This design comes from an exercise in tuning for small area, a short achievable clock period and few clock cycles per item on the open sky130 flow, not from production work.
Only simulation tests tie the RTL to the original design; equivalence was not proved.

==> flow/design.v, too long to show whole: its modules and the start of the top module <==
// module milestone1: 208 lines
// module m1_engine1: 453 lines
// module m1_final10: 98 lines
// module m1_final11: 117 lines
// module m1_tap: 108 lines
// module m1_dif: 119 lines
// module m1_filter: 159 lines
module milestone1 (
    input  logic        CLOCK_50_I,
    input  logic        resetn,
    input  logic        M1_start,
    input  logic [15:0] SRAM_read_data,
    output logic [15:0] SRAM_write_data,
    output logic [17:0] SRAM_address,
    output logic        SRAM_we_n,
    output logic        M1_done
);
  // ...
==> flow/flow/run.sh <==
#!/bin/bash
set -euo pipefail
sed "s/SETUP_SLACK_MARGIN=5 /SETUP_SLACK_MARGIN=7.4 BUFFER_PORTS_ARGS='-buffer_cell sky130_fd_sc_hd__buf_1' /" standard.sh > standard_m.sh
grep -q 'SETUP_SLACK_MARGIN=7.4 ' standard_m.sh
bash standard_m.sh > standard_m.log 2>&1
==> flow/standard.sh <==
#!/bin/bash
# synth_recipe.tcl (not shown) runs the flow's synth.tcl, then flattens the netlist and writes it again
# the make line also repeats each setting of config.mk as NAME=value (left out here)
make -C /OpenROAD-flow-scripts/flow DESIGN_CONFIG=/design/flow/config.mk WORK_HOME=/design/flow/orfs CLKGATE_MAP_FILE= SYNTH_SCRIPT=/design/flow/synth_recipe.tcl "${@:-finish}"
==> flow/config.mk <==
export PLATFORM = sky130hd
export DESIGN_NAME = milestone1
export DESIGN_NICKNAME = milestone1
export VERILOG_FILES = /design/flow/design.v
export SDC_FILE = /design/flow/constraint.sdc
export NUM_CORES = 4
export LEC_CHECK = 0
export CAP_MARGIN = 20
export CORE_MARGIN = 2
export CORE_UTILIZATION = 40
export CTS_BUF_LIST = sky130_fd_sc_hd__clkbuf_16
export CTS_CLUSTER_DIAMETER = 80
export CTS_CLUSTER_SIZE = 24
export SETUP_SLACK_MARGIN = 5
export SLEW_MARGIN = 20
export SYNTH_HIERARCHICAL = 0
==> flow/constraint.sdc <==
create_clock -name core_clock -period 10.5 [get_ports {CLOCK_50_I}]
set_input_delay 2.1000 -clock core_clock [delete_from_list [all_inputs] [get_ports {CLOCK_50_I}]]
set_output_delay 2.1000 -clock core_clock [all_outputs]
set_load 0.01 [all_outputs]
==> results.json, run 1 <==
{
  "r2r-start": "e1[5]$_DFF_P_",
  "ys_warn_count": 3,
  "grtUsageMet1_pct": 23.8,
  "rsz0062_at_grt": "true",
  "worstPathArrival_ps": 4010,
  "drt-met1-wl_um": 23900,
  "cts_max_level": 1,
  "largest_class": "multi-input gates",
  "seq_cell_count": 406,
  "route.detailed.drc": 0,
  "max_freq_mhz": 273,
  "post-route-util_pct": 46.2,
  "placed_cell_area_um2": 24400,
  "synth-compound-area-share_pct": 9.08,
  "synth_top_family_by_area": "adder cells",
  "ctsResizeCount": 109,
  "dpl.cell_count": 2892,
  "crit_end": "op_u[7]$_DFFE_PP_",
  "syn-num-nets": 2511,
  "synth.avg_cell_area_um2": 10.9,
  "slowest_delay_ps": 520,
  "num_vias": 15400,
  "n_all_inverters": 326,
  "busiest_layer": "met2",
  "status": "finished clean",
  "tightest_slew_ps": 822,
  "synth_fa_ha_area_share_pct": 24.7,
  "relSlewSlack_pct": 45.2,
  "cts_tree": "yes"
}
Testbench counts, summed over its fixed seeds: cycles 1,152,162, pixels 460,800.
==> module milestone1, before the edit <==
module milestone1 (
    input  logic        CLOCK_50_I,
    input  logic        resetn,
    input  logic        M1_start,
    input  logic [15:0] SRAM_read_data,
    output logic [15:0] SRAM_write_data,
    output logic [17:0] SRAM_address,
    output logic        SRAM_we_n,
    output logic        M1_done
);
localparam logic [17:0] U_BASE   = 18'd38400;
localparam logic [17:0] V_BASE   = 18'd57600;
localparam logic [17:0] RGB_BASE = 18'd146944;
logic        run;          
logic        pro_n;        
logic        wr;           
logic [4:0]  ph;           
logic [15:0] k;            
logic [7:0]  jc;           
logic [17:0] wa;           
logic [7:0] us [0:6];
logic [7:0] vs [0:6];
always_ff @(posedge CLOCK_50_I) begin
    if (ph[1]) begin
        if (!k[0]) begin
            us[0] <= us[2]; us[1] <= us[3]; us[2] <= us[4]; us[3] <= us[5]; us[4] <= us[6];
            us[5] <= SRAM_read_data[15:8]; us[6] <= SRAM_read_data[7:0];
        end else begin
            vs[0] <= vs[2]; vs[1] <= vs[3]; vs[2] <= vs[4]; vs[3] <= vs[5]; vs[4] <= vs[6];
            vs[5] <= SRAM_read_data[15:8]; vs[6] <= SRAM_read_data[7:0];
        end
    end
end
logic use_v;                        
logic c_odd;
logic sA, sB, sC, sD, sE, sF, sG, sH, sI, sJ, sK, sL;
wire j0 = (jc == 8'd0), j1 = (jc == 8'd1), j157 = (jc == 8'd157);
wire j158 = (jc == 8'd158), j159 = (jc == 8'd159);
wire ne = !jc[0] && !j0 && !j158;
wire no = jc[0] && !j1 && !j157 && !j159;
always_ff @(posedge CLOCK_50_I) begin
    use_v <= ph[0];
    c_odd <= jc[0];
    sA <= j157 | j159 | no;
    sB <= j1 | j158 | ne;
    sC <= j0;
    sD <= jc[0];
    sE <= j158 | ne;
    sF <= !jc[0];
    sG <= j159;
    sH <= j1 | j157 | no;
    sI <= j1 | j157 | j158 | no;
    sJ <= j0 | ne;
    sK <= j157 | j158;
    sL <= j1 | no;
end
wire c_j159 = sG;
wire [7:0] S0 = use_v ? vs[0] : us[0];
wire [7:0] S1 = use_v ? vs[1] : us[1];
wire [7:0] S2 = use_v ? vs[2] : us[2];
wire [7:0] S3 = use_v ? vs[3] : us[3];
wire [7:0] S4 = use_v ? vs[4] : us[4];
wire [7:0] S5 = use_v ? vs[5] : us[5];
wire [7:0] S6 = use_v ? vs[6] : us[6];
function automatic [7:0] pick(input [3:0] sel, input [7:0] a, input [7:0] b,
                              input [7:0] c, input [7:0] d);
    pick = ({8{sel[0]}} & a) | ({8{sel[1]}} & b) | ({8{sel[2]}} & c) | ({8{sel[3]}} & d);
endfunction
wire [7:0] x0 = pick({1'b0, sC, sB, sA}, S0, S1, S3, 8'd0);
wire [7:0] x1 = pick({1'b0, sC, sE, sD}, S1, S2, S3, 8'd0);
wire [7:0] x2 = pick({2'b0, sF, sD}, S2, S3, 8'd0, 8'd0);
wire [7:0] x3 = pick({1'b0, sF, sH, sG}, S2, S3, S4, 8'd0);
wire [7:0] x4 = pick({1'b0, sJ, sI, sG}, S2, S4, S5, 8'd0);
wire [7:0] x5 = pick({sJ, sL, sK, sG}, S2, S4, S5, S6);
logic [8:0] a1, a2, a3;
wire [8:0] a1_n, a2_n, a3_n;
m1_tap u_tap (.x0(x0), .x1(x1), .x2(x2), .x3(x3), .x4(x4), .x5(x5),
    .a1(a1_n), .a2(a2_n), .a3(a3_n));
always_ff @(posedge CLOCK_50_I) begin
    a1 <= a1_n;
    a2 <= a2_n;
    a3 <= a3_n;
end
logic [9:0] e1, e2, e3;
logic [8:0] fa3;
wire [9:0] e1_n, e2_n, e3_n;
m1_dif u_dif (.a1(a1), .a2(a2), .a3(a3), .e1(e1_n), .e2(e2_n), .e3(e3_n));
always_ff @(posedge CLOCK_50_I) begin
    e1  <= e1_n;
    e2  <= e2_n;
    e3  <= e3_n;
    fa3 <= a3;
end
wire [8:0] fw;                      
m1_filter u_filter (.e1(e1), .e2(e2), .e3(e3), .a3(fa3), .fs(fw));
logic [7:0] op_y, ylo;
logic [8:0] op_u, op_v;             
logic [8:0] fvr;                    
logic [8:0] w;
logic [10:0] w3;
logic isb;                          
wire [7:0] ue = c_odd ? us[2] : us[3];    
wire [7:0] ve = c_odd ? vs[2] : vs[1];    
wire [8:0] ue_w = {ue[7], ~ue[7], ue[6:0]};
wire [8:0] ve_w = {ve[7], ~ve[7], ve[6:0]};
wire [8:0] w_n = ph[2] ? ue_w : ph[3] ? op_v : ph[4] ? fvr : op_u;
always_ff @(posedge CLOCK_50_I) begin
    fvr <= fw;
    w   <= w_n;
    w3  <= {2'b0, w_n} + {1'b0, w_n, 1'b0};
    isb <= ph[2] | ph[0];
    if (ph[2]) begin
        op_y <= SRAM_read_data[15:8];
        ylo  <= SRAM_read_data[7:0];
        op_u <= ue_w;
        op_v <= ve_w;
    end
    if (ph[4]) begin
        op_y <= ylo;
        op_u <= fw;
        op_v <= fvr;
    end
end
wire [10:0] x_ha, x_hb;
wire [9:0]  g_ha, g_hb;
wire [3:0]  x_gg, x_gp, g_gg, g_gp;
m1_engine1 u_e1 (.py(op_y), .pu(op_u), .pv(op_v), .w(w), .w3(w3), .isb(isb),
    .tx_ha(x_ha), .tx_hb(x_hb), .tx_gg(x_gg), .tx_gp(x_gp),
    .tg_ha(g_ha), .tg_hb(g_hb), .tg_gg(g_gg), .tg_gp(g_gp));
logic [10:0] q_x_ha, q_x_hb;
logic [9:0]  q_g_ha, q_g_hb;
logic [3:0]  q_x_gg, q_x_gp, q_g_gg, q_g_gp;
logic        q_kx, q_kg;
always_ff @(posedge CLOCK_50_I) begin
    q_x_ha <= x_ha; q_x_hb <= x_hb; q_x_gg <= x_gg; q_x_gp <= x_gp;
    q_g_ha <= g_ha; q_g_hb <= g_hb; q_g_gg <= g_gg; q_g_gp <= g_gp;
    q_kx <= ~w[8] & ~w[7];
    q_kg <= (~op_u[8] & ~op_u[7]) | (~op_v[8] & ~op_v[7]);
end
wire [10:0] tx;
wire [9:0]  tg;
m1_final11 u_fx (.ha(q_x_ha), .hb(q_x_hb), .gg(q_x_gg), .gp(q_x_gp), .t(tx));
m1_final10 u_fg (.ha(q_g_ha), .hb(q_g_hb), .gg(q_g_gg), .gp(q_g_gp), .t(tg));
wire [7:0] cx = {8{~q_kx & tx[10]}} & ({8{tx[9] | tx[8]}} | tx[7:0]);    
wire [7:0] cg = {8{~q_kg & tg[9]}} & ({8{tg[8]}} | tg[7:0]);             
logic [7:0] b0;
always_ff @(posedge CLOCK_50_I) begin
    if (ph[4]) b0 <= cx;            
    if (ph[0])      SRAM_write_data <= {cx, cg};    
    else if (ph[1]) SRAM_write_data <= {b0, cx};    
    else            SRAM_write_data <= {cg, cx};    
end
wire [15:0] ynext = k - 16'd4;               
wire [14:0] cidx = k[15:1];                  
always_ff @(posedge CLOCK_50_I) begin
    if (!run) begin
        wr <= 1'b0;
        k <= 16'd0;
        jc <= 8'd155;
        wa <= RGB_BASE;
    end else begin
        if ((ph[0] || ph[1] || ph[2]) && wr) wa <= wa + 18'd1;
        if (ph[4]) begin
            k <= k + 16'd1;
            jc <= c_j159 ? 8'd0 : jc + 8'd1;
            wr <= pro_n;
        end
    end
end
always_ff @(posedge CLOCK_50_I or negedge resetn) begin
    if (!resetn) begin
        run <= 1'b0;
        pro_n <= 1'b0;
        ph <= 5'b10000;
        SRAM_address <= 18'd0;
        SRAM_we_n <= 1'b1;
        M1_done <= 1'b0;
    end else if (!run) begin
        if (M1_start && !M1_done) begin
            run <= 1'b1;
            SRAM_address <= V_BASE;                
        end
        pro_n <= 1'b0;
        ph <= 5'b10000;
        SRAM_we_n <= 1'b1;
    end else begin
        ph <= {ph[3:0], ph[4]};
        if (ph[0] || ph[1] || ph[2]) begin         
            SRAM_address <= wa;
            SRAM_we_n <= !wr;
        end
        if (ph[3]) begin                           
            SRAM_we_n <= 1'b1;
            if (k[0]) SRAM_address <= U_BASE + {3'd0, cidx};
            else      SRAM_address <= V_BASE + {3'd0, cidx};
            if (wr && wa == 18'd0) begin
                run <= 1'b0;
                M1_done <= 1'b1;
            end
        end
        if (ph[4]) begin                           
            SRAM_address <= {2'd0, ynext};
            SRAM_we_n <= 1'b1;
            if (c_j159) pro_n <= 1'b1;
        end
    end
end
endmodule
==> inputs of run 2 (changes only) <==
--- a/flow/design.v
+++ b/flow/design.v
@@ -21,41 +21,33 @@
 logic [7:0]  jc;           
 logic [17:0] wa;           
-logic [7:0] us [0:6];
-logic [7:0] vs [0:6];
+logic [7:0] us [0:5];
+logic [7:0] vs [0:5];
+logic [7:0] ubuf, vbuf;
+wire u_in = !k[0];                  
 always_ff @(posedge CLOCK_50_I) begin
     if (ph[1]) begin
-        if (!k[0]) begin
-            us[0] <= us[2]; us[1] <= us[3]; us[2] <= us[4]; us[3] <= us[5]; us[4] <= us[6];
-            us[5] <= SRAM_read_data[15:8]; us[6] <= SRAM_read_data[7:0];
-        end else begin
-            vs[0] <= vs[2]; vs[1] <= vs[3]; vs[2] <= vs[4]; vs[3] <= vs[5]; vs[4] <= vs[6];
-            vs[5] <= SRAM_read_data[15:8]; vs[6] <= SRAM_read_data[7:0];
-        end
+        us[0] <= us[1]; us[1] <= us[2]; us[2] <= us[3]; us[3] <= us[4]; us[4] <= us[5];
+        us[5] <= u_in ? SRAM_read_data[15:8] : ubuf;
+        if (u_in) ubuf <= SRAM_read_data[7:0];
+        vs[0] <= vs[1]; vs[1] <= vs[2]; vs[2] <= vs[3]; vs[3] <= vs[4]; vs[4] <= vs[5];
+        vs[5] <= !u_in ? SRAM_read_data[15:8] : vbuf;
+        if (!u_in) vbuf <= SRAM_read_data[7:0];
     end
 end
 logic use_v;                        
-logic c_odd;
-logic sA, sB, sC, sD, sE, sF, sG, sH, sI, sJ, sK, sL;
+logic c_j0, c_j1, c_j157, c_j158, c_j159, c_n01, c_n89, c_n789;    
 wire j0 = (jc == 8'd0), j1 = (jc == 8'd1), j157 = (jc == 8'd157);
 wire j158 = (jc == 8'd158), j159 = (jc == 8'd159);
-wire ne = !jc[0] && !j0 && !j158;
-wire no = jc[0] && !j1 && !j157 && !j159;
 always_ff @(posedge CLOCK_50_I) begin
-    use_v <= ph[0];
-    c_odd <= jc[0];
-    sA <= j157 | j159 | no;
-    sB <= j1 | j158 | ne;
-    sC <= j0;
-    sD <= jc[0];
-    sE <= j158 | ne;
-    sF <= !jc[0];
-    sG <= j159;
-    sH <= j1 | j157 | no;
-    sI <= j1 | j157 | j158 | no;
-    sJ <= j0 | ne;
-    sK <= j157 | j158;
-    sL <= j1 | no;
+    use_v  <= ph[0];
+    c_j0   <= j0;
+    c_j1   <= j1;
+    c_j157 <= j157;
+    c_j158 <= j158;
+    c_j159 <= j159;
+    c_n01  <= !(j0 | j1);
+    c_n89  <= !(j158 | j159);
+    c_n789 <= !(j157 | j158 | j159);
 end
-wire c_j159 = sG;
 wire [7:0] S0 = use_v ? vs[0] : us[0];
 wire [7:0] S1 = use_v ? vs[1] : us[1];
@@ -64,15 +56,14 @@
 wire [7:0] S4 = use_v ? vs[4] : us[4];
 wire [7:0] S5 = use_v ? vs[5] : us[5];
-wire [7:0] S6 = use_v ? vs[6] : us[6];
 function automatic [7:0] pick(input [3:0] sel, input [7:0] a, input [7:0] b,
                               input [7:0] c, input [7:0] d);
     pick = ({8{sel[0]}} & a) | ({8{sel[1]}} & b) | ({8{sel[2]}} & c) | ({8{sel[3]}} & d);
 endfunction
-wire [7:0] x0 = pick({1'b0, sC, sB, sA}, S0, S1, S3, 8'd0);
-wire [7:0] x1 = pick({1'b0, sC, sE, sD}, S1, S2, S3, 8'd0);
-wire [7:0] x2 = pick({2'b0, sF, sD}, S2, S3, 8'd0, 8'd0);
-wire [7:0] x3 = pick({1'b0, sF, sH, sG}, S2, S3, S4, 8'd0);
-wire [7:0] x4 = pick({1'b0, sJ, sI, sG}, S2, S4, S5, 8'd0);
-wire [7:0] x5 = pick({sJ, sL, sK, sG}, S2, S4, S5, S6);
+wire [7:0] x0 = pick({1'b0, c_j0, c_j1, c_n01}, S0, S1, S2, 8'd0);
+wire [7:0] x1 = c_j0 ? S2 : S1;
+wire [7:0] x2 = S2;
+wire [7:0] x3 = c_j159 ? S2 : S3;
+wire [7:0] x4 = pick({1'b0, c_j159, c_j158, c_n89}, S4, S3, S2, 8'd0);
+wire [7:0] x5 = pick({c_j159, c_j158, c_j157, c_n789}, S5, S4, S3, S2);
 logic [8:0] a1, a2, a3;
 wire [8:0] a1_n, a2_n, a3_n;
@@ -102,6 +93,6 @@
 logic [10:0] w3;
 logic isb;                          
-wire [7:0] ue = c_odd ? us[2] : us[3];    
-wire [7:0] ve = c_odd ? vs[2] : vs[1];    
+wire [7:0] ue = us[2];              
+wire [7:0] ve = vs[1];              
 wire [8:0] ue_w = {ue[7], ~ue[7], ue[6:0]};
 wire [8:0] ve_w = {ve[7], ~ve[7], ve[6:0]};
==> flow/flow/run.sh (replaced) <==
#!/bin/bash
set -euo pipefail
sed "s/SETUP_SLACK_MARGIN=5 /SETUP_SLACK_MARGIN=7 BUFFER_PORTS_ARGS='-buffer_cell sky130_fd_sc_hd__buf_1' /" standard.sh > standard_m.sh
grep -q 'SETUP_SLACK_MARGIN=7 ' standard_m.sh
bash standard_m.sh > standard_m.log 2>&1
--- a/flow/config.mk
+++ b/flow/config.mk
@@ -14,3 +14,4 @@
 export SETUP_SLACK_MARGIN = 5
 export SLEW_MARGIN = 20
-export SYNTH_HIERARCHICAL = 0
+export SYNTH_HIERARCHICAL = 1
+export SYNTH_MINIMUM_KEEP_SIZE = 0
==> run 2 against run 1 <==
Still clean; synthesized area rose by 4.9%; first-iteration DRC count is 15% higher; worst setup slack better by 150 ps; wire length down 4.8%; register-to-register slack improved by 150 ps; core utilization fell by 3.3 points; critical path type unchanged; highest routed layer unchanged.
==> results.json, run 2 <==
{
  "status": "finished clean",
  "row_count": 90,
  "antenna_found_initial": 5,
  "cts_buffers": 27,
  "dp_hpwl_um": 42000,
  "ios": 55,
  "hold_buffers": 0,
  "place.gp.congestion": 0.941,
  "syn-num-nets": 2642,
  "wl_um": 53800,
  "reg_top3": "us (48), vs (48)",
  "crit_fanout": 4,
  "skew_ps": 29.2,
  "setup_tns_ps": 0,
  "port_buffers": 54,
  "worstPathArrival_ps": 3890,
  "grt_max_degree": 90,
  "layout_common_cells": "inv_1, dfxtp_1, ha_1",
  "syn_area_um2": 24500,
  "crit_start": "e1[5]$_DFF_P_",
  "worstRegToRegCells": 16,
  "nets": 2593,
  "finalCritPeriodShare_pct": 33.5,
  "drt_iter0_markers": 1066,
  "r2r-start": "e1[5]$_DFF_P_",
  "tightest_slew_ps": 934,
  "grt_pass1_vias": 15600,
  "die_area_um2": 63200,
  "ys_warn_count": 9,
  "grt_pass1_wl_um": 85400,
  "clock_latency_ps": 610,
  "start_util_pct": 40.5,
  "avgRoutedWirePerCell_um": 17.8,
  "cts.sinks": 402,
  "reg2reg_slack_ps": 6980,
  "final_antenna_net_count": 0,
  "relSlewSlack_pct": 37.7,
  "holdCritStartpoint": "a3[5]$_DFF_P_",
  "clkTransAtPathRegs_ps": 100,
  "holdCritPathClass": "register to register",
  "timing_worst_setup_path_type": "register to register",
  "grt-ovfl-total": 0,
  "syn-instance-count": 2268,
  "route.detailed.drc": 0,
  "firstDrtPassIters": 6,
  "final_common_cell": "inv_1",
  "r2r_end": "op_u[8]$_DFFE_PP_",
  "synth.avg_cell_area_um2": 10.8,
  "fp.dieH_um": 251,
  "cts_buffer_depth": 3,
  "drv_cap": 0,
  "rsz0062_at_grt": "true",
  "num_vias": 15300,
  "cp.required_ps": 10880,
  "endpoint_kind": "register",
  "cts_max_level": 1,
  "finalHoldViolations": 0,
  "drive_above_1_share_pct": 9.78,
  "cts_tree": "yes",
  "vias_per_cell": 5.07,
  "n_antenna_cell": 0,
  "max_freq_mhz": 284,
  "syn2layout_area_growth_pct": 5.88,
  "start_kind": "register",
  "hold_depth": 0,
  "cts_root_buf": "clkbuf_16",
  "hold_path_end": "fa3[5]$_DFF_P_",
  "place_ws_ps": 6690,
  "fin_crit_ps": 3520,
  "slew_viol_final": 0,
  "grt_util_all_layers_pct": 17.1,
  "fin_ws_ps": 6980,
  "die_w_um": 251,
  "coreArea_um2": 60500,
  "setup_viol": 0
}
[run 2: worst max-delay path: stages, from the launching register on]
cell and delay, ps:
dfxtp_1 310, inv_2 60, ha_1 140, inv_1 50
fa_1 470, inv_1 50, fa_2 330, fa_1 480
inv_1 60, ha_4 230, nand2_2 80, a21oi_1 70
a211oi_2 160, o21ai_2 120, a41o_1 220, a21o_1 210
mux2_2 260
[run 2: metal layers]
| metal | vias to the layer above | part of all wire, % | track usage (%) |
|---|---|---|---|
| met5 | - | 0.024 | 0 |
| met3 | 74 | 4.4 | 2.20 |
| li1 | 7394 | - | - |
| met1 | 7491 | 45 | 22.8 |
| met4 | 2 | 3.1 | 5.19 |
| met2 | 349 | 48 | 28.9 |
[run 2: repair_timing]
item,CTS,global route
setup endpoints to repair,6,17
pin swaps,0,5
cloned,0,0
resized for setup,10,6
buffers inserted,2,15
[run 2: area by class of cell]
type                            count  area [um^2]
Clock buffer                       28          701
Clock inverter                     22          249
Fill cell                        5728        34500
Inverter                          369         1390
Multi-Input combinational cell   1339        12400
Sequential cell                   402         9740
Tap cell                          782          978
Timing Repair Buffer               80          432
[run 2: worst max path at each step]
| stage | end | cells after the start |
|---|---|---|
| after CTS | q_x_gg[3]$_DFF_P_ | 10 |
| final | op_u[8]$_DFFE_PP_ | 16 |
| after floorplan | op_u[8]$_DFFE_PP_ | 17 |
| after global routing | op_u[8]$_DFFE_PP_ | 16 |
| after detailed placement | q_x_gg[3]$_DFF_P_ | 10 |
| after global placement | q_x_gg[3]$_DFF_P_ | 10 |
[run 2: stage by stage]
step | area [um^2] | hold WS, ps | std cells | util [%]
after global routing | 25900 | 413 | 3022 | 42.9
final | 25900 | 405 | 3022 | 42.9
after detailed placement | 24800 | 376 | 2955 | 41.0
after CTS | 25800 | 402 | 3007 | 42.6
after global placement | 24800 | 374 | 2955 | 41.0
after floorplan | 24500 | 355 | 2268 | -
Testbench counts of run 2, summed over its fixed seeds: cycles 1,152,162, pixels 460,800.
==> inputs of run 3 (changes only) <==
--- a/flow/config.mk
+++ b/flow/config.mk
@@ -6,4 +6,5 @@
 export NUM_CORES = 4
 export LEC_CHECK = 0
+export ABC_AREA = 1
 export CAP_MARGIN = 20
 export CORE_MARGIN = 2
==> run 3 against run 2 <==
Count of clock-buffer cells in the layout up 1; wire length up 8.6%; clock skew down 0.52 ps; still clean; design area up 2.3%; maximum frequency up 3.7%; synthesized cell count up 24%.
==> results.json, run 3 <==
{
  "antenna_found_initial": 1,
  "slowest_delay_ps": 550,
  "die_area_um2": 64300,
  "grt_util_all_layers_pct": 18.4,
  "skew_ps": 28.7,
  "firstDrtPassIters": 5,
  "dp_hpwl_um": 46500,
  "cp_top_family": "flip-flops",
  "vias_per_cell": 4.84,
  "final_antenna_net_count": 0,
  "nets": 3138,
  "cts_max_level": 1,
  "syn2layout_area_growth_pct": 6.40,
  "critPathBufInv": 1,
  "cts_tree": "yes",
  "grt-ovfl-total": 0,
  "place_ws_ps": 6630,
  "slew_viol_final": 0,
  "syn-instance-count": 2802,
  "clock_latency_ps": 600,
  "placed_cell_area_um2": 25200,
  "drv_cap": 0,
  "worstPathArrival_ps": 1290,
  "timing_worst_setup_path_type": "register to output pin",
  "num_vias": 17600,
  "fin_crit_ps": 3390,
  "die_w_um": 254,
  "grt_max_degree": 67,
  "synth.avg_cell_area_um2": 8.90,
  "final_common_cell": "nand2_1",
  "fillers": 6158,
  "port_buffers": 54,
  "avgRoutedWirePerCell_um": 16.1,
  "drt_iter0_markers": 1159,
  "endpoint_kind": "output pin",
  "syn-num-nets": 3176,
  "post-route-util_pct": 43.0,
  "syn_area_um2": 24900,
  "cts_root_buf": "clkbuf_16",
  "drive_above_1_share_pct": 6.14,
  "place.gp.congestion": 0.921,
  "setup_viol": 0,
  "finalCritPeriodShare_pct": 32.3,
  "layout_common_cells": "nand2_1, inv_1, dfxtp_1",
  "fp.dieH_um": 254,
  "row_count": 91,
  "setup_tns_ps": 0,
  "status": "finished clean",
  "crit_chain": "buf_1",
  "ios": 55,
  "grt_pass1_vias": 17700,
  "cts.sinks": 402,
  "cp.required_ps": 8400,
  "grt_pass1_wl_um": 94000,
  "clkTransAtPathRegs_ps": 90,
  "finalHoldViolations": 0,
  "final_area_um2": 26500,
  "coreArea_um2": 61700,
  "start_util_pct": 40.4,
  "cts_buffers": 28,
  "fin_ws_ps": 7110,
  "route.detailed.drc": 0,
  "ys_warn_count": 9,
  "slowest_stage": "dfstp_2",
  "cts_buffer_depth": 3,
  "tightest_slew_ps": 1060,
  "rsz0062_at_grt": "true",
  "crit_fanout": 2,
  "holdCritPathClass": "register to register",
  "wl_um": 58400,
  "relSlewSlack_pct": 29.6,
  "max_freq_mhz": 295,
  "reg_top3": "us (48), vs (48)",
  "start_kind": "register"
}
[run 3: layout make-up]
| cell class | instances | area (um^2) | area share, % |
|---|---|---|---|
| timing repair inverter | 1 | 7.51 | 0.0283 |
| timing repair buffer | 83 | 447 | 1.68 |
| multi-input combinational | 1681 | 12100 | 45.8 |
| clock buffer | 29 | 726 | 2.74 |
| sequential | 402 | 9740 | 36.7 |
| tap | 837 | 1050 | 3.95 |
| antenna | 2 | 5.00 | 0.0189 |
| clock inverter | 23 | 258 | 0.972 |
| inverter | 567 | 2150 | 8.12 |
[run 3: per-layer routing]
metal	track usage [%]	part of all wire (%)	vias up	wire length (um)
met1	24.9	46	8445	26600
met5	0	0	-	0
met2	31.6	48	377	28000
met4	4.96	2.6	0	1510
met3	1.72	4.0	83	2350
li1	-	-	8657	-
[run 3: path summary, 6_finish.rpt]
kind	depth (start not counted)	to	start	slack, ps
worst max-delay path	1	SRAM_we_n	SRAM_we_n$_DFFE_PN1P_	7110
worst min-delay path	0	fa3[7]$_DFF_P_	a3[7]$_DFF_P_	410
worst max register to register	7	q_g_hb[1]$_DFF_P_	op_y[6]$_DFFE_PP_	7140
worst min register to register	0	fa3[7]$_DFF_P_	a3[7]$_DFF_P_	410
max in group asynchronous	1	ph[1]$_DFF_PN0_	resetn	8390
min in group asynchronous	1	SRAM_address[3]$_DFFE_PN0P_	resetn	1550
[run 3: metrics by stage]
step	hold WS, ps	cells
finish	412	3625
CTS	414	3604
global placement	395	3548
detailed placement	406	3548
floorplan	355	2802
global route	419	3623
[run 3: what timing repair did]
item                                    in CTS  in global routing
gates cloned                                 1                  0
buffers inserted                             3                 19
hold buffers                                 0                  0
endpoints found under the setup margin      12                 21
pin swaps                                    0                  5
resized for setup                            6                 29
==> inputs of run 4 (changes only) <==
--- a/flow/config.mk
+++ b/flow/config.mk
@@ -15,4 +15,3 @@
 export SETUP_SLACK_MARGIN = 5
 export SLEW_MARGIN = 20
-export SYNTH_HIERARCHICAL = 1
-export SYNTH_MINIMUM_KEEP_SIZE = 0
+export SYNTH_HIERARCHICAL = 0
==> run 4 against run 3 <==
Worst setup slack lost 5.4 ps; still clean on timing, DRC and antenna; global-route usage grew 0.17 points; die area shrank 5.9%; maximum frequency shrank 0.16%.
==> results.json, run 4 <==
{
  "status": "finished clean",
  "final_area_um2": 25800,
  "synth_top_cells_by_area": "edfxtp_1, dfxtp_1, fa_1",
  "grt-ovfl-total": 0,
  "place.gp.congestion": 0.927,
  "synth_top_cells_by_count": "inv_1, nand2_1, dfxtp_1",
  "r2r_end": "op_u[0]$_DFFE_PP_",
  "die_area_um2": 60600,
  "cts.sinks": 402,
  "crit_fanout": 2,
  "holdCritStartpoint": "a3[5]$_DFF_P_",
  "critPathBufInv": 3,
  "antenna_found_initial": 0,
  "start_util_pct": 40.6,
  "reg2reg_slack_ps": 7100,
  "hold_path_end": "fa3[5]$_DFF_P_",
  "worstRegToRegCells": 12,
  "cts_tree": "yes",
  "final_common_cell": "inv_1",
  "ys_warn_count": 3,
  "drive_above_1_share_pct": 6.37,
  "finalHoldViolations": 0,
  "route.detailed.drc": 0,
  "r2r-start": "e1[2]$_DFF_P_",
  "synthArstFlopShare_pct": 6.72,
  "synth_edf_count": 154,
  "wl_um": 55600,
  "die_w_um": 246,
  "grt_pass1_vias": 16500,
  "finalCritPeriodShare_pct": 32.4,
  "clock_latency_ps": 600,
  "slowest_delay_ps": 620,
  "drt_iter0_markers": 1299,
  "cts_buffer_depth": 3,
  "num_vias": 16400,
  "slew_viol_final": 0,
  "placed_cell_area_um2": 24400,
  "drv_cap": 0,
  "coreArea_um2": 57800,
  "cts_root_buf": "clkbuf_16",
  "ys_seq_area_share_pct": 41.5,
  "dpl.cell_count": 3245,
  "synthMostInstantiatedCell": "inv_1",
  "synth_cell_types": 58,
  "avgRoutedWirePerCell_um": 16.7,
  "synth_seq_cells": 402,
  "layout_common_cells": "inv_1, nand2_1, dfxtp_1",
  "grt_pass1_wl_um": 89100,
  "vias_per_cell": 4.93,
  "final_antenna_net_count": 0,
  "holdCritPathClass": "register to register",
  "endpoint_kind": "register",
  "crit_chain": "fa_1 > inv_1 > fa_1 > inv_1 > ha_1 > ha_1 > nand2_1 > or2_2 > o2111ai_4 > inv_2 > fa_2 > o21ai_0",
  "cp_top_family": "adder cells",
  "syn2layout_area_growth_pct": 9.87,
  "worstPathArrival_ps": 3740,
  "synth.avg_cell_area_um2": 9.48,
  "tightest_slew_ps": 1050,
  "dp_hpwl_um": 43800,
  "nets": 2911,
  "rsz0062_at_grt": "true",
  "ios": 55,
  "relSlewSlack_pct": 30.3,
  "syn-instance-count": 2473,
  "syn_area_um2": 23400,
  "fin_crit_ps": 3400,
  "reg_top3": "us (48), vs (48)",
  "cts_max_level": 1,
  "fin_cells": 3323,
  "firstDrtPassIters": 6,
  "setup_viol": 0,
  "fillers": 5565,
  "n_antenna_cell": 0,
  "yosysTopAreaCellShare_pct": 19.7,
  "grt_util_all_layers_pct": 18.6,
  "max_freq_mhz": 294,
  "hold-worst-slack_ps": 404,
  "skew_ps": 26.7,
  "timing_worst_setup_path_type": "register to register",
  "synthFlopType": "dfxtp_1",
  "port_buffers": 54,
  "grt_max_degree": 84,
  "setup_tns_ps": 0,
  "hold_depth": 0,
  "row_count": 88,
  "start_kind": "register",
  "synth_largest_area_cell": "edfxtp_1",
  "cts_buffers": 27,
  "fp.dieH_um": 246,
  "slowest_stage": "fa_2",
  "cp.required_ps": 10840,
  "clkTransAtPathRegs_ps": 100,
  "syn-num-nets": 2847
}
## run 4: timing repair
action                     CTS  global route
setup endpoints to repair   33            27
gates cloned                 0             1
pin swaps                    3             7
hold buffers                 0             0
resized for setup           16            27
buffers inserted             6            21
## run 4: routing by layer
metal  vias to the layer above  global-route usage, %  wire (um)
li1                       8077                      -          -
met1                      7874                   25.3      25300
met2                       380                   31.4      26100
met3                        68                   2.65       2910
met4                         0                   4.14       1280
met5                         -                      0          0
## run 4: cells by family after synthesis
family,Yosys count,synth area share [%]
AND/OR/NAND/NOR,716,13.2
buffers and inverters,539,8.82
flip-flops,402,41.5
AO/OA/AOI/OAI,392,9.28
adder cells (fa/ha/maj),355,24.6
XOR/XNOR,56,2.09
multiplexers,13,0.555
## run 4: worst max-delay path by stage
stage	slack, ps	endpoint	start	depth (start not counted)
CTS	6970	w3[9]$_DFF_P_	ph[4]$_DFF_PN1_	17
floorplan	7100	op_u[7]$_DFFE_PP_	e1[3]$_DFF_P_	17
finish	7100	op_u[0]$_DFFE_PP_	e1[2]$_DFF_P_	12
global route	6950	w3[8]$_DFF_P_	ph[4]$_DFF_PN1_	16
global placement	6460	w3[9]$_DFF_P_	ph[3]$_DFF_PN0_	16
detailed placement	6370	w3[9]$_DFF_P_	ph[3]$_DFF_PN0_	16
## run 4: final cells by class
cell class | instances | area [um^2] | area share [%]
clock inverter | 22 | 218 | 0.845
tap | 765 | 957 | 3.72
inverter | 483 | 1830 | 7.10
clock buffer | 28 | 701 | 2.72
timing repair buffer | 91 | 549 | 2.13
multi-input combinational | 1532 | 11800 | 45.7
sequential | 402 | 9740 | 37.8
## run 4: through the flow
stage	utilization [%]	setup slack [ps]
after global routing	44.6	6950
after detailed placement	42.3	6370
after global placement	42.2	6460
final	44.6	7100
after floorplan	-	7100
after CTS	44.0	6970
==> inputs of run 5 (changes only) <==
==> flow/flow/run.sh (replaced) <==
#!/bin/bash
set -euo pipefail
sed "s/SETUP_SLACK_MARGIN=5 /SETUP_SLACK_MARGIN=7.2 BUFFER_PORTS_ARGS='-buffer_cell sky130_fd_sc_hd__buf_1' /" standard.sh > standard_m.sh
grep -q 'SETUP_SLACK_MARGIN=7.2 ' standard_m.sh
bash standard_m.sh > standard_m.log 2>&1
==> run 5 against run 4 <==
Wire length is 2.2% higher; via count is 0.83% higher; hold slack worse by 20 ps; synthesized area stayed put; maximum frequency is 1.6% higher; sequential share of layout area is 0.56 points lower; final cell count is 0.81% higher; critical path depth is 11 lower; core utilization is 0.69 points higher; worst setup slack better by 54 ps; non-clock buffer count is 27 higher; design area is 1.5% higher.
==> results.json, run 5 <==
{
  "final_common_cell": "inv_1",
  "syn2layout_area_growth_pct": 11.6,
  "cts.sinks": 402,
  "synth_seq_cells": 402,
  "cts_root_buf": "clkbuf_16",
  "yosysTopAreaCellShare_pct": 19.7,
  "hold_path_end": "fa3[3]$_DFF_P_",
  "place_ws_ps": 6570,
  "n_antenna_cell": 0,
  "synthArstFlopShare_pct": 6.72,
  "dp_hpwl_um": 44300,
  "vias_per_cell": 4.94,
  "synthFlopType": "dfxtp_1",
  "synthMostInstantiatedCell": "inv_1",
  "drive_above_1_share_pct": 9.09,
  "grt_pass1_vias": 16600,
  "ios": 55,
  "slowest_stage": "dfstp_2",
  "relSlewSlack_pct": 27.1,
  "use_met3_pct": 2.33,
  "worstPathArrival_ps": 1250,
  "route.detailed.drc": 0,
  "nets": 2939,
  "reg2reg_slack_ps": 7250,
  "port_buffers": 54,
  "setup_tns_ps": 0,
  "setup_viol": 0,
  "grtUsageMet1_pct": 25.9,
  "row_count": 88,
  "clkTransAtPathRegs_ps": 80,
  "synth_largest_area_cell": "edfxtp_1",
  "synth.avg_cell_area_um2": 9.48,
  "drv_cap": 0,
  "hold_depth": 0,
  "final_antenna_net_count": 0,
  "syn_area_um2": 23400,
  "fin_ws_ps": 7150,
  "syn-num-nets": 2847,
  "syn-instance-count": 2473,
  "crit_fanout": 2,
  "finalHoldViolations": 0,
  "cts_max_level": 1,
  "r2r_end": "op_u[1]$_DFFE_PP_",
  "critPathBufInv": 1,
  "firstDrtPassIters": 5,
  "use_met2_pct": 31.8,
  "grt_util_all_layers_pct": 18.9,
  "grt-ovfl-total": 0,
  "timing_worst_setup_path_type": "register to output pin",
  "die_w_um": 246,
  "wl_um": 56800,
  "fp.dieH_um": 246,
  "fin_crit_ps": 3350,
  "finalCritPeriodShare_pct": 31.9,
  "synth_top_cells_by_area": "edfxtp_1, dfxtp_1, fa_1",
  "die_area_um2": 60600,
  "endpoint_kind": "output pin",
  "cts_buffers": 27,
  "synth_cell_types": 58,
  "coreArea_um2": 57800,
  "layout_common_cells": "inv_1, nand2_1, dfxtp_1",
  "tightest_slew_ps": 1090,
  "max_freq_mhz": 299,
  "start_kind": "register",
  "holdCritStartpoint": "a3[3]$_DFF_P_",
  "cts_tree": "yes",
  "place.gp.congestion": 0.914,
  "slowest_delay_ps": 550,
  "cp_top_family": "flip-flops",
  "ys_warn_count": 3,
  "busiest_layer": "met2",
  "drt_iter0_markers": 1186,
  "crit_chain": "buf_6",
  "holdCritPathClass": "register to register",
  "reg_top3": "us (48), vs (48)",
  "avgRoutedWirePerCell_um": 17.0,
  "hold_buffers": 0,
  "cts_buffer_depth": 3,
  "clock_latency_ps": 600,
  "ys_seq_area_share_pct": 41.5,
  "synth_edf_count": 154,
  "slew_viol_final": 0,
  "cp.required_ps": 8400,
  "antenna_found_initial": 1,
  "crit_start": "SRAM_we_n$_DFFE_PN1P_",
  "rsz0062_at_grt": "true",
  "grt_max_degree": 67,
  "status": "finished clean",
  "grt_pass1_wl_um": 90500,
  "skew_ps": 24.9,
  "synth_top_cells_by_count": "inv_1, nand2_1, dfxtp_1",
  "r2r-start": "e3[6]$_DFF_P_",
  "num_vias": 16500,
  "worstRegToRegCells": 14,
  "start_util_pct": 40.6
}
## run 5: cell counts after synthesis
Identical to the previous run, type by type.
## run 5: worst max-delay path by stage
stage	end	slack (ps)	cells after the start
floorplan	q_x_gg[3]$_DFF_P_	7230	13
global placement	SRAM_address[6]$_DFFE_PN0P_	6710	5
detailed placement	SRAM_address[6]$_DFFE_PN0P_	6570	5
CTS	SRAM_we_n	7120	1
global route	op_u[7]$_DFFE_PP_	7060	17
finish	SRAM_we_n	7150	1
## run 5: layout make-up
class / instances / area, um^2
timing repair buffer: 118 / 796
multi-input combinational: 1532 / 11900
clock inverter: 22 / 239
sequential: 402 / 9750
inverter: 483 / 1840
clock buffer: 27 / 676
timing repair inverter: 1 / 5.00
fill: 5556 / 31700
tap: 765 / 957
## run 5: what timing repair did
action	4_1_cts	5_1_grt
gates resized for setup	46	52
endpoints found under the setup margin	49	37
gates cloned	2	1
pin swaps	9	18
buffers inserted	25	28
## run 5: logic make-up after synthesis
group | Yosys count | share of synthesized area [%]
flip-flops | 402 | 41.5
adder cells (fa/ha/maj) | 355 | 24.6
AO/OA/AOI/OAI | 392 | 9.28
AND/OR/NAND/NOR | 716 | 13.2
buffers and inverters | 539 | 8.82
multiplexers | 13 | 0.555
XOR/XNOR | 56 | 2.09
## run 5: layer usage
metal  vias up  share of wire, %  routed length [um]
met5         -             0.016                   9
met4         2               2.0                1160
met3        75               5.3                3010
met2       399                47               26900
met1      7929                45               25700
li1       8130                 -                   -
## run 5: per-stage QoR
stage / std cells / utilization [%] / hold slack [ps] / cell area (um^2)
CTS: 3321 / 44.6 / 387 / 25800
detailed placement: 3245 / 42.3 / 378 / 24400
global route: 3350 / 45.2 / 398 / 26200
finish: 3350 / 45.2 / 384 / 26200
floorplan: 2473 / - / 348 / 23500
global placement: 3245 / 42.3 / 383 / 24400
==> inputs of run 6 (changes only) <==
--- a/flow/config.mk
+++ b/flow/config.mk
@@ -15,3 +15,4 @@
 export SETUP_SLACK_MARGIN = 5
 export SLEW_MARGIN = 20
-export SYNTH_HIERARCHICAL = 0
+export SYNTH_HIERARCHICAL = 1
+export SYNTH_MINIMUM_KEEP_SIZE = 0
==> run 6 against run 5 <==
Via count rose by 7.1%; count of clock-buffer cells in the layout rose by 1; core utilization down 1.7 points; register-to-register slack worse by 50 ps; flip-flop and latch count stayed put.
==> results.json, run 6 <==
{
  "status": "finished clean",
  "cts_root_buf": "clkbuf_16",
  "cts.sinks": 402,
  "hold_buffers": 0,
  "final_antenna_net_count": 0,
  "final_common_cell": "nand2_1",
  "clkTransAtPathRegs_ps": 90,
  "holdCritStartpoint": "a3[6]$_DFF_P_",
  "syn-instance-count": 2802,
  "skew_ps": 49.6,
  "dp_hpwl_um": 46500,
  "cts_buffer_depth": 3,
  "antenna_found_initial": 6,
  "syn_area_um2": 24900,
  "r2r_end": "op_u[7]$_DFFE_PP_",
  "finalCritPeriodShare_pct": 32.2,
  "grt_pass1_wl_um": 94400,
  "endpoint_kind": "output pin",
  "drv_cap": 0,
  "fin_crit_ps": 3380,
  "max_freq_mhz": 296,
  "drt_iter0_markers": 1288,
  "reg2reg_slack_ps": 7200,
  "cp.required_ps": 8400,
  "slowest_stage": "dfstp_2",
  "timing_worst_setup_path_type": "register to output pin",
  "cts_tree": "yes",
  "r2r-start": "e2[6]$_DFF_P_",
  "reg_top3": "us (48), vs (48)",
  "drive_above_1_share_pct": 8.34,
  "start_util_pct": 40.4,
  "cts_max_level": 1,
  "grt_util_all_layers_pct": 18.8,
  "fp.dieH_um": 254,
  "wl_um": 60000,
  "port_buffers": 54,
  "die_w_um": 254,
  "die_area_um2": 64300,
  "worstPathArrival_ps": 1280,
  "hold_depth": 0,
  "ios": 55,
  "syn2layout_area_growth_pct": 7.92,
  "cts_buffers": 28,
  "hold_path_end": "fa3[6]$_DFF_P_",
  "avgRoutedWirePerCell_um": 16.5,
  "grt_max_degree": 82,
  "start_kind": "register",
  "synth.avg_cell_area_um2": 8.90,
  "critPathBufInv": 1,
  "setup_tns_ps": 0,
  "crit_chain": "buf_6",
  "crit_fanout": 2,
  "slowest_delay_ps": 560,
  "vias_per_cell": 4.86,
  "route.detailed.drc": 0,
  "clock_latency_ps": 630,
  "syn-num-nets": 3176,
  "setup_viol": 0,
  "layout_common_cells": "nand2_1, inv_1, dfxtp_1",
  "relSlewSlack_pct": 29.6,
  "tightest_slew_ps": 1050,
  "coreArea_um2": 61700,
  "ys_warn_count": 9,
  "finalHoldViolations": 0,
  "num_vias": 17700,
  "rsz0062_at_grt": "true",
  "worstRegToRegCells": 14,
  "nets": 3158,
  "place.gp.congestion": 0.932,
  "grt_pass1_vias": 17600,
  "n_antenna_cell": 0,
  "holdCritPathClass": "register to register",
  "cp_top_family": "flip-flops",
  "grt-ovfl-total": 0,
  "firstDrtPassIters": 5,
  "row_count": 91,
  "slew_viol_final": 0
}
==> run 6: cell count changes in the layout (fill, tap and decap cells not counted), moves of 8 or more <==
| cell | delta |
|---|---|
| nand2_1 | +167 |
| a21oi_1 | +10 |
| buf_4 | -11 |
| xor2_1 | -19 |
| nand2_2 | +8 |
| inv_1 | +77 |
==> run 6: routing by layer <==
| layer | part of all wire, % | global-route usage (%) |
|---|---|---|
| met3 | 4.6 | 2.76 |
| met4 | 2.9 | 5.26 |
| met2 | 47 | 31.5 |
| met5 | 0.077 | 0 |
| met1 | 45 | 25.2 |
==> run 6: per-stage QoR <==
stage / hold slack [ps] / setup slack [ps] / cell area [um^2] / instances / utilization, %
3_5_place_dp: 394 / 6900 / 25200 / 3546 / 40.9
4_1_cts: 411 / 7080 / 26500 / 3623 / 43.0
5_1_grt: 417 / 7020 / 26900 / 3643 / 43.6
2_1_floorplan: 355 / 7230 / 24900 / 2802 / -
6_report: 404 / 7120 / 26900 / 3643 / 43.6
3_3_place_gp: 398 / 6920 / 25200 / 3546 / 40.9
==> run 6: layout make-up <==
cell class | count | area [um^2]
sequential | 402 | 9750
fill | 6094 | 34800
timing repair inverter | 1 | 7.51
inverter | 567 | 2170
clock buffer | 28 | 701
timing repair buffer | 103 | 618
clock inverter | 24 | 314
tap | 837 | 1050
multi-input combinational | 1681 | 12300
==> run 6: worst max path at each step <==
stage | startpoint | to | slack [ps] | depth (start not counted)
after floorplan | isb$_DFF_P_ | q_x_gg[3]$_DFF_P_ | 7230 | 14
after global placement | use_v$_DFF_P_ | a1[4]$_DFF_P_ | 6920 | 13
after detailed placement | use_v$_DFF_P_ | a1[4]$_DFF_P_ | 6900 | 13
after CTS | SRAM_we_n$_DFFE_PN1P_ | SRAM_we_n | 7080 | 1
after global routing | e1[5]$_DFF_P_ | op_u[7]$_DFFE_PP_ | 7020 | 19
final | SRAM_we_n$_DFFE_PN1P_ | SRAM_we_n | 7120 | 1
==> run 6: timing repair <==
item	4_1_cts	5_1_grt
pin swaps	1	23
setup buffers	24	20
gates resized for setup	26	62
endpoints found under the setup margin	32	38
gates cloned	1	0

afterwards: timing with drivers on the ports:
How much do the figures lean on ideal ports? The routed layouts below were timed once more, with nothing changed but the port constraints.
Step 1 (the two cells are an assumption about what drives the block):
set clk [get_ports {CLOCK_50_I}]
set_driving_cell -lib_cell sky130_fd_sc_hd__clkbuf_16 $clk
set_driving_cell -lib_cell sky130_fd_sc_hd__buf_2 [delete_from_list [all_inputs] $clk]
Step 2, shift: input delay + t, output delay - t, t = (earliest + latest rising clock arrival at the registers) / 2. This alone moves slack from input paths to output paths.
a / b / c = ideal / step 1 / step 2; a / b = the first two.
run | t, ns | setup WS [ns] | worst register clock-pin slew, ns | worst slew at a driven data input, ns
run 1 | 0.635 | 6.835 / 6.835 / 6.835 | 0.10 / 0.10 | 0.07
run 2 | 0.656 | 6.981 / 6.981 / 6.788 | 0.10 / 0.10 | 0.04
run 3 | 0.643 | 7.106 / 7.046 / 7.140 | 0.10 / 0.10 | 0.06
run 4 | 0.646 | 7.101 / 7.044 / 6.899 | 0.10 / 0.10 | 0.04
run 5 | 0.641 | 7.154 / 7.099 / 6.885 | 0.10 / 0.10 | 0.03
run 6 | 0.662 | 7.121 / 7.061 / 7.168 | 0.10 / 0.10 | 0.06
After both steps every run listed still meets setup and hold. The setup slack of run 5, which loses most, moves by -0.055 ns with the drivers and by -0.269 ns with both steps.
